From an optimization exercise on the open Yosys and OpenROAD flow, aimed at small area and a short achievable clock period; shortcuts taken in it are not production practice.
The RTL was checked by simulation tests, not by an equivalence proof against the original design.

==> design/flow/design.v <==
module LogicUnit #(
	parameter ImageWidth = 8,
	parameter ImageHeight = 8
) (
	input [ImageHeight*ImageWidth-1:0]imgA,
	input [ImageHeight*ImageWidth-1:0]imgB,
	input [2:0]op,
	output [ImageHeight*ImageWidth-1:0]result
);
assign result = 
	op == 3'b000 ? imgA :  
	op == 3'b001 ? imgB :  
	op == 3'b010 ? ~imgA :  
	op == 3'b011 ? ~imgB :  
	op == 3'b100 ? imgA & imgB :  
	op == 3'b101 ? imgA | imgB :  
	op == 3'b110 ? imgA ^ imgB :  
	op == 3'b111 ? ~(imgA ^ imgB) :0;  
endmodule
module Dilate #(
	parameter Width = 32,
	parameter Height = 32
) (
	input [Width*Height-1:0]imageIn,
	input [8:0]mask,
	output [Width*Height-1:0]imageOut
);
wire [Width-1:0]point[Height-1:0];
wire [Width-1:0]dil[Height-1:0];
generate
	genvar l,c;
	for (l=0;l < Height ; l = l+1)
	begin: _assign
	  assign point[l] = imageIn[ (l * Width) + (Width - 1) :l * Width];
	  assign imageOut[ (l * Width) + (Width - 1) :l * Width] = dil[l];
	end
	for (l =0; l< Height ; l = l+1)
	begin: _dil
	  for(c =0;c<Width;c = c+1)
	  begin: _dil_
	    assign dil[l][c] = |{
	      ((l > 0 && c > 0)?(point[l-1][c-1] & mask[8]):1'b0),
	      ((l>0)?(point[l-1][c] & mask[7]):1'b0),
	      ((l > 0 && c < Width-1)?(point[l-1][c+1] & mask[6]):1'b0),
	      ((c > 0)?(point[l][c-1] & mask[5]) : 1'b0 ),
	      point[l][c]   & mask[4],
	      ((c < Width-1)?(point[l][c+1] & mask[3]):1'b0),
	      ((l < Height-1 && c > 0)?(point[l+1][c-1] & mask[2]):1'b0),
	      ((l < Height-1)?(point[l+1][c] & mask[1]):1'b0),
	      ((l < Height-1 && c < Width-1)?(point[l+1][c+1] & mask[0]):1'b0)
	    };
	  end
	end
endgenerate
endmodule
module Erode #(
	parameter Width = 32,
	parameter Height = 32
) (
	input [Width*Height-1:0]imageIn,
	input [8:0]mask,
	output [Width*Height-1:0]imageOut
);
wire [Width-1:0]point[Height-1:0];
wire [Width-1:0]ero[Height-1:0];
genvar l,c;
generate
for (l=0;l < Height ; l = l+1)
begin: _assign
  assign point[l] = imageIn[ (l * Width) + (Width - 1) :l * Width];
  assign imageOut[ (l * Width) + (Width - 1) :l * Width] = ero[l];
end
for (l =0; l< Height ; l = l+1)
begin: _ero
  for(c =0;c<Width;c = c+1)
  begin: _ero_
    assign ero[l][c] = &{
      ((l>0 && c>0 )?(point[l-1][c-1] | ~mask[0] ):1'b1),
      (( l >0 )?(point[l-1][c] | ~mask[1]):1'b1),
      (( l> 0 && c < Width-1)?(point[l-1][c+1] | ~mask[2]):1'b1),
      ((c >0)?(point[l][c-1] | ~mask[3]):1'b1),
      (point[l][c] | ~mask[4]),
      ((c<Width-1)?(point[l][c+1] | ~mask[5]):1'b1),
      ((l < Height-1 && c > 0)?(point[l+1][c-1] | ~mask[6]):1'b1),
      ((l<Height-1)?(point[l+1][c] | ~mask[7]):1'b1),
      ((l<Height-1 && c < Width-1)?(point[l+1][c+1] | ~mask[8]):1'b1)
    };
  end
end
endgenerate
endmodule
module MorphologicUnit #(
	parameter ImageWidth=32,
	parameter ImageHeight=32
) (
	input [ImageWidth*ImageHeight-1:0]img,
	input [8:0]el,
	input [2:0]op,
	output [ImageWidth*ImageHeight-1:0]result
);
assign {ceDilate,swapDilate,ceErode,swapErode} =
	op == 3'b000 ? 4'b0000:  
	op == 3'b001 ? 4'b1000:  
	op == 3'b010 ? 4'b0010:  
	op == 3'b011 ? 4'b1010:  
	op == 3'b100 ? 4'b1111:  
	op == 3'b101 ? 4'b1011:  
	op == 3'b110 ? 4'b1110:  
	op == 3'b111 ? 4'b0000:4'b0000;  
wire [ImageWidth*ImageHeight-1:0]image = img;
wire [8:0]element = el;
wire [8:0]relement;
generate
	genvar l,c;
	for(l=0;l<3;l=l+1)
	begin:_el_line_
		for(c=0;c<3;c=c+1)
		begin: _el_column_
			assign relement[(3-l-1)*3+(3-c-1)] = el[l*3+c];
		end
	end
endgenerate
wire ceDilate;
wire swapDilate;
wire [ImageWidth*ImageHeight-1:0]dilateIn = image;
wire [ImageWidth*ImageHeight-1:0]dilated;
wire [ImageWidth*ImageHeight-1:0]dilateResult = ceDilate ? dilated ^ {ImageWidth*ImageHeight{swapDilate}} : dilateIn;
Dilate #(
	.Width(ImageWidth),
	.Height(ImageHeight)
)
dilate(
	.imageIn(dilateIn ^ {ImageHeight*ImageWidth{swapDilate}}),
	.mask(swapDilate?relement:element),
	.imageOut(dilated)
);
wire ceErode;
wire swapErode;
wire [ImageWidth*ImageHeight-1:0]erodeIn = dilateResult;
wire [ImageWidth*ImageHeight-1:0]eroded;
wire [ImageWidth*ImageHeight-1:0]erodeResult = ceErode ? eroded^{ImageWidth*ImageHeight{swapErode}} : erodeIn;
Erode #(
	.Width(ImageWidth),
	.Height(ImageHeight)
)
erode(
	.imageIn(erodeIn ^ {ImageWidth*ImageHeight{swapErode}}),
	.mask(swapErode?relement:element),
	.imageOut(eroded)
);
assign result = erodeResult;
endmodule
module MorphologicGeneticAlgorithm #(
	parameter ImageWidth = 8,
	parameter ImageHeight = 4,
	parameter ErrorWidth = $clog2(ImageHeight*ImageWidth),
	parameter OpcodeWidth = 16,
	parameter OpCounterWidth = 1,
	parameter InstructionWidth = OpcodeWidth * (2**OpCounterWidth),
	parameter IndividualWidth = InstructionWidth
) (
	input clk,
	input rst,
	input [ImageHeight*ImageWidth-1:0]origin,
	input [ImageWidth*ImageHeight-1:0]objetive,
	output reg [IndividualWidth-1:0]bestIndividual,
	output reg [ErrorWidth-1:0]bestError,
	output cycle
);
localparam N = ImageWidth*ImageHeight;
function [7:0] caRule(input [1:0] sel);
	caRule = sel == 2'b00 ? 8'b00011110 :
	         sel == 2'b01 ? 8'b00111100 :
	         sel == 2'b10 ? 8'b01011010 : 8'b10010110;
endfunction
function [31:0] mutationMask(input [95:0] r);
	mutationMask = r[95:64] & r[63:32] & r[31:0];
endfunction
reg void_r;       
reg hitR;         
reg [1:0] phase;  
localparam P_IDLE = 2'd0, P_E1 = 2'd1, P_E2 = 2'd2, P_W = 2'd3;
wire start = ~hitR & ~void_r;
assign cycle = start;
wire pull = hitR;
reg [4:0] qCount;
reg [3:0] rPtr;
reg [2:0] wPtr;
wire full = (qCount >= 5'd15);
wire push = ~full;
reg [31:0] qData [0:15];
reg [7:0] sCa;
reg [7:0] sRnd;
reg [5:0] sCnt;
wire [7:0] sRule = caRule(sCnt[5:4]);
wire [7:0] sCaNext;
genvar gi;
generate
	for (gi = 0; gi < 8; gi = gi + 1) begin : _sca
		assign sCaNext[gi] = sRule[{sCa[(gi+1)%8], sCa[gi], sCa[gi==0?0:gi-1]}];
	end
endgenerate
always @(posedge clk or posedge rst) begin
	if (rst) begin
		sCa <= 8'h81;
		sRnd <= 8'h00;
		sCnt <= 6'd0;
	end else if (push) begin
		sCa <= sCaNext;
		sRnd <= {sRnd[6:0], sRnd[7]} ^ sCa;
		sCnt <= sCnt + 1'b1 + ^sCa;
	end
end
wire [3:0] dadAddr = sRnd[7:4];
wire [3:0] momAddr0 = sRnd[3:0];
wire [3:0] momAddr = (momAddr0 == dadAddr) ? {momAddr0[3:1], ~momAddr0[0]} : momAddr0;
reg [29:0] cCa;
reg [2:0] cCnt;
wire [7:0] cRule = caRule(cCnt[2:1]);
wire [29:0] cCaNext;
generate
	for (gi = 0; gi < 30; gi = gi + 1) begin : _cca
		assign cCaNext[gi] = cRule[{cCa[(gi+1)%30], cCa[gi], cCa[gi==0?0:gi-1]}];
	end
endgenerate
always @(posedge clk or posedge rst) begin
	if (rst) begin
		cCa <= 30'h1555;
		cCnt <= 3'd0;
	end else if (push) begin
		cCa <= cCaNext;
		cCnt <= cCnt + 1'b1;
	end
end
wire [9:0] cRandom;
generate
	for (gi = 0; gi < 10; gi = gi + 1) begin : _cpar
		if (gi % 2) assign cRandom[gi] = ^cCa[gi*3+2:gi*3];
		else        assign cRandom[gi] = ~^cCa[gi*3+2:gi*3];
	end
endgenerate
wire [4:0] rotationIndex = cRandom[4:0];
wire [4:0] crossMaskIndex = cRandom[9:5];
wire [31:0] maskBeforeRotate = 32'hFFFFFFFF << crossMaskIndex;
wire [95:0] maskRot3 = {maskBeforeRotate, maskBeforeRotate, maskBeforeRotate} << rotationIndex;
wire [31:0] crossMask = maskRot3[63:32];
reg [15:0] pValid;
reg [31:0] pInd [0:15];
reg [4:0] pErr [0:15];
wire [31:0] dad = pValid[dadAddr] ? pInd[dadAddr] : 32'd0;
wire [31:0] mom = pValid[momAddr] ? pInd[momAddr] : 32'd0;
wire [31:0] daughter = (dad & crossMask) | (mom & ~crossMask);
wire [31:0] son = (dad & ~crossMask) | (mom & crossMask);
reg [95:0] mCa;
reg [95:0] mRnd;
reg [5:0] mCnt;
wire [7:0] mRule = caRule(mCnt[5:4]);
wire [95:0] mCaNext;
generate
	for (gi = 0; gi < 96; gi = gi + 1) begin : _mca
		assign mCaNext[gi] = mRule[{mCa[(gi+1)%96], mCa[gi], mCa[gi==0?0:gi-1]}];
	end
endgenerate
wire [95:0] mRndNext = {mRnd[94:0], mRnd[95]} ^ mCa;
wire [95:0] mRndNext2 = {mRndNext[94:0], mRndNext[95]} ^ mCaNext;
wire [31:0] maskNext = mutationMask(mRndNext);
wire [31:0] maskNext2 = mutationMask(mRndNext2);
always @(posedge clk or posedge rst) begin
	if (rst) begin
		mCa <= {3{32'b11000000100010010101111010000001}};
		mRnd <= 96'd0;
		mCnt <= 6'd0;
	end else if (pull) begin
		mCa <= mCaNext;
		mRnd <= mRndNext;
		mCnt <= mCnt + 1'b1 + ^mCa;
	end
end
reg [31:0] T;    
reg [31:0] TN;   
wire [3:0] tnSlot = rPtr + 4'd1 + {3'd0, pull};
wire [31:0] tnNext = qData[tnSlot] ^ (pull ? maskNext2 : maskNext);
reg [15:0] cValid;
reg [27:0] cTag [0:15];
reg [4:0] cErr [0:15];
wire [3:0] tnIdx = TN[31:28];
wire tnHit = cValid[tnIdx] & (cTag[tnIdx] == TN[27:0]);
reg [31:0] X;
reg [31:0] Y;
wire inE2 = (phase == P_E2);
wire [15:0] opcode = inE2 ? T[31:16] : T[15:0];
wire [N-1:0] morphIn = (~inE2 | opcode[3]) ? X : Y;
wire [N-1:0] logicA = inE2 ? Y : X;
wire [N-1:0] morphResult;
wire [N-1:0] logicResult;
MorphologicUnit #(
	.ImageWidth(ImageWidth),
	.ImageHeight(ImageHeight)
)
morphologicUnit (
	.img(morphIn),
	.el(opcode[15:7]),
	.op(opcode[6:4]),
	.result(morphResult)
);
LogicUnit #(
	.ImageWidth(ImageWidth),
	.ImageHeight(ImageHeight)
)
logicUnit (
	.imgA(logicA),
	.imgB(morphResult),
	.op(opcode[2:0]),
	.result(logicResult)
);
integer k;
reg [4:0] newErr;
always @(*) begin
	newErr = 5'd0;
	for (k = 0; k < N; k = k + 1)
		newErr = newErr + X[k];
end
always @(posedge clk) begin
	X <= inE2 ? (logicResult ^ objetive) : origin;
	Y <= logicResult;
end
wire inW = (phase == P_W);
wire [3:0] tIdx = T[31:28];
wire [4:0] cachedError = inW ? newErr : cErr[tIdx];
wire [3:0] hashAddress = {^T[31:24], ^T[23:16], ^T[15:8], ^T[7:0]};
wire [4:0] oldError = pValid[hashAddress] ? pErr[hashAddress] : 5'b11111;
wire replace = pull & (cachedError < oldError);
wire better = pull & (cachedError < bestError);
integer j;
always @(posedge clk) begin
	for (j = 0; j < 16; j = j + 1) begin
		if (push && (wPtr == j[3:1])) begin
			qData[j] <= j[0] ? son : daughter;
		end
		if (replace && hashAddress == j[3:0]) begin
			pInd[j] <= T;
			pErr[j] <= cachedError;
		end
		if (inE2 && tIdx == j[3:0]) begin
			cTag[j] <= T[27:0];
		end
		if (inW && tIdx == j[3:0]) begin
			cErr[j] <= newErr;
		end
	end
	TN <= tnNext;
	if (pull)
		T <= TN;
	else if (void_r)
		T <= daughter;
end
always @(posedge clk or posedge rst) begin
	if (rst) begin
		void_r <= 1'b1;
		hitR <= 1'b0;
		phase <= P_IDLE;
		qCount <= 5'd0;
		rPtr <= 4'd0;
		wPtr <= 3'd0;
		pValid <= 16'd0;
		cValid <= 16'd0;
		bestIndividual <= 32'd0;
		bestError <= 5'b11111;
	end else begin
		void_r <= 1'b0;
		if (inE2)
			hitR <= 1'b1;
		else if (pull)
			hitR <= tnHit;
		case (phase)
			P_IDLE: if (start) phase <= P_E1;
			P_E1: phase <= P_E2;
			P_E2: phase <= P_W;
			default: phase <= P_IDLE;
		endcase
		qCount <= qCount + {3'd0, push, 1'b0} - {4'd0, pull};
		if (pull)
			rPtr <= rPtr + 1'b1;
		if (push)
			wPtr <= wPtr + 1'b1;
		if (replace)
			pValid[hashAddress] <= 1'b1;
		if (inE2)
			cValid[tIdx] <= 1'b1;
		if (better) begin
			bestError <= cachedError;
			bestIndividual <= T;
		end
	end
end
endmodule
==> design/flow/run.sh <==
#!/bin/bash
# synth_recipe.tcl (not shown) runs the flow's synth.tcl, then flattens the netlist and writes it again
# the make line also repeats each setting of config.mk as NAME=value (left out here)
make -C /OpenROAD-flow-scripts/flow DESIGN_CONFIG=/design/flow/config.mk WORK_HOME=/design/flow/orfs CLKGATE_MAP_FILE= SYNTH_SCRIPT=/design/flow/synth_recipe.tcl finish
==> design/flow/config.mk <==
export PLATFORM = sky130hd
export DESIGN_NAME = MorphologicGeneticAlgorithm
export DESIGN_NICKNAME = MorphologicGeneticAlgorithm
export VERILOG_FILES = /design/flow/design.v
export SDC_FILE = /design/flow/constraint.sdc
export NUM_CORES = 4
export LEC_CHECK = 0
export CAP_MARGIN = 20
export CORE_MARGIN = 2
export CORE_UTILIZATION = 40
export SLEW_MARGIN = 20
==> design/flow/constraint.sdc <==
create_clock -name core_clock -period 14.0 [get_ports {clk}]
set_input_delay 2.8000 -clock core_clock [delete_from_list [all_inputs] [get_ports {clk}]]
set_output_delay 2.8000 -clock core_clock [all_outputs]
set_load 0.01 [all_outputs]
==> run summary <==
[final timing paths]
| path | end | cells past startpoint |
|---|---|---|
| worst min register to register | cValid[3] | 1 |
| max in group asynchronous | sRnd[1] | 3 |
| worst min-delay path | cValid[3] | 1 |
| worst max-delay path | X[27] | 22 |
| worst max register to register | X[27] | 22 |
| min in group asynchronous | mCa[45] | 2 |
[Yosys cell counts, types with 117 or more instances]
library cell / n / area (um^2)
ha_1: 117 / 1460
a21oi_1: 962 / 4810
xnor2_1: 437 / 3830
a31oi_1: 278 / 1740
a22oi_1: 749 / 5620
nand4_1: 186 / 1160
a221oi_1: 145 / 1270
mux2i_1: 190 / 1900
o21ai_0: 451 / 2260
o22ai_1: 345 / 2160
mux2_2: 148 / 1670
nor2_1: 579 / 2170
nor2b_1: 187 / 1170
dfrtp_1: 287 / 7180
nor3_1: 123 / 616
edfxtp_1: 1664 / 50000
clkbuf_1: 781 / 2930
xor2_1: 132 / 1160
nand3_1: 220 / 1100
inv_1: 188 / 706
nand2_1: 508 / 1910
[registers in the layout (all words and copies together) (netlist names), 30 cells and up]
name and cells:
cTag 448, cErr 80, bestIndividual 32, qData 512
X 32, mCa 96, pInd 512, TN 32
cCa 30, Y 32, T 32, pErr 80
mRnd 96
[per-layer routing]
layer | vias to the layer above | share of wire | wire (um) | track usage
met3 | 1352 | 0.13 | 56600 | 0.0844
li1 | 39300 | - | - | -
met2 | 6576 | 0.43 | 195000 | 0.455
met1 | 46200 | 0.38 | 173000 | 0.405
met4 | 2 | 0.058 | 26200 | 0.147
met5 | - | 0.000029 | 13 | 0
[through the flow]
step	hold slack (ns)	instances	utilization	cell area, um^2	setup WS, ns
after floorplan	0.423	10300	-	112000	1.92
after global placement	0.433	13400	0.420	117000	5.78
after detailed placement	0.442	13400	0.420	117000	5.81
after CTS	0.456	13800	0.446	124000	5.75
after global routing	0.470	13900	0.447	124000	5.12
final	0.458	13900	0.447	124000	5.45
[logic make-up after synthesis]
logic type | after synthesis | synth area share
other cells | 1 | 0.0000335
simple gates | 2193 | 0.0970
compound gates | 3744 | 0.224
flops | 2098 | 0.540
buf+inv | 1139 | 0.0398
xor+xnor | 571 | 0.0450
mux | 362 | 0.0363
fa+ha+maj | 144 | 0.0177
[area by class of cell]
| class | instances | area (um^2) |
|---|---|---|
| inverter | 195 | 741 |
| clock buffer | 289 | 6050 |
| antenna | 12 | 30.0 |
| timing repair buffer | 411 | 3430 |
| fill | 25800 | 154000 |
| multi-input combinational | 7015 | 48000 |
| sequential | 2098 | 60400 |
| clock inverter | 117 | 1170 |
| tap | 3724 | 4660 |
==> flow_summary.json <==
{
  "slowest_delay_ns": 0.79,
  "hold_path_class": "reg2reg",
  "drc": 0,
  "period_needed_ns": 8.55,
  "antenna_found_initial": 13,
  "async_flop_share": 0.161,
  "rows": 194,
  "status": "finished clean",
  "dp_hpwl_um": 279000,
  "die_height_um": 533,
  "gr-total-overflow": 0,
  "die_x_um": 533,
  "gp_congestion": 1.00,
  "finalHoldViolCount": 0,
  "finalSetupViolations": 0,
  "final_common_cell": "edfxtp_1",
  "grt_max_degree": 171,
  "cts_root_buf": "clkbuf_16",
  "tightestPinTransition_ns": 1.27,
  "clockBufferDepth": 4,
  "cp_top_family": "simple AND/OR/NAND/NOR gates",
  "crit_path_start_kind": "flop",
  "vias_per_cell": 6.74,
  "dr.pass1.iters": 10,
  "cp_slowest_cell": "nor3b_1",
  "ys_ff_latch": 2098,
  "wirelength_um": 451000,
  "r2r_setup_slack_ns": 5.45,
  "coreArea_um2": 279000,
  "timing.final.crit_share": 0.611,
  "postCtsSetupRepairBufs": 0,
  "drive_gt1_frac": 0.111,
  "crit_path_end_kind": "flop",
  "dr_total_vias": 93500,
  "grt_pass1_vias": 87300,
  "synthesis.area_um2": 112000,
  "cpMostUsedCell": "buf_4",
  "syn_avg_cell_area_um2": 10.9,
  "numCtsBuffers": 224,
  "worstReg2RegStart": "phase[0]",
  "insertion_delay_ns": 0.93,
  "fin_setup_tns_ns": 0,
  "synth_ff_type": "edfxtp_1",
  "drtAntennaViolNets": 0,
  "io_pins": 104,
  "drv_cap": 0,
  "path_buf_inv": 4,
  "ctsHoldBuffers": 0,
  "grt_pass1_wl_um": 638000,
  "cts_num_sinks": 2098,
  "path_cells": "inv_1 -> ha_4 -> buf_4 -> mux2i_4 -> buf_4 -> nand2_1 -> buf_4 -> a311oi_1 -> o211a_1 -> nor2_1 -> nor3b_1 -> xnor2_1 -> a222oi_1 -> o211ai_1 -> mux2i_1 -> nor2_1 -> ha_1 -> and2_1 -> a21oi_1 -> a211oi_1 -> or4_1 -> a31oi_1",
  "synth-edff-count": 1664,
  "io_buffers": 103,
  "finClkSkew_ns": 0.0965,
  "cts_tree": "yes",
  "layout_common_cells": "1664 x edfxtp_1, 960 x a21oi_1, 749 x a22oi_1",
  "synth.distinct_cells": 120,
  "crit_type": "reg2reg",
  "synthCells": 10300,
  "critPathRequiredTime_ns": 14.67,
  "slew_violations": 0,
  "first_iter_violations": 14300,
  "synth-seq-area-share": 0.540,
  "path_clk_slew_ns": 0.07,
  "arrival_ns": 9.22,
  "cp-startpoint": "phase[0]",
  "yosysWarnings": 8,
  "track_usage": 0.304,
  "wl_per_cell_um": 32.5,
  "synthesis.nets": 10500,
  "initial_utilization": 0.401,
  "fin_nets": 10200,
  "max_slew_margin": 0.152,
  "dieArea_um2": 284000,
  "cts_resized": 0,
  "htreeDepth": 4,
  "fmax_ghz": 0.117,
  "cp_max_fo": 57,
  "rsz0062_at_grt": "no",
  "synthToLayoutAreaGrowth_pct": 11.3,
  "hp-start": "cValid[3]"
}

==> static timing again, ports no longer ideal <==
The flow's constraints put no driver on any port. The routed layout listed below was extracted and timed again, unchanged, in two steps. Step 1 assumes that a clkbuf_16 drives the clock port and a buf_2 every other input. Step 2 moves the port delays by t, midway between the first and last clock arrival at a register: inputs arrive t later, outputs are due t later. That takes back most of the time a late clock gives input paths. a / b / c = no drivers / after step 1 / after step 2; a / b = the first two.
t (ns): 0.984
setup WS [ns]: 5.450 / 5.450 / 5.450
worst hold slack (ns): 0.458 / 0.458 / 0.458
clock arrival spread, ns: 0.099 / 0.099
cell pins on the clock port's net: 1
After both steps this run still meets setup and hold. The setup slack of this run moves by 0.000 ns with the drivers and by 0.000 ns with both steps.
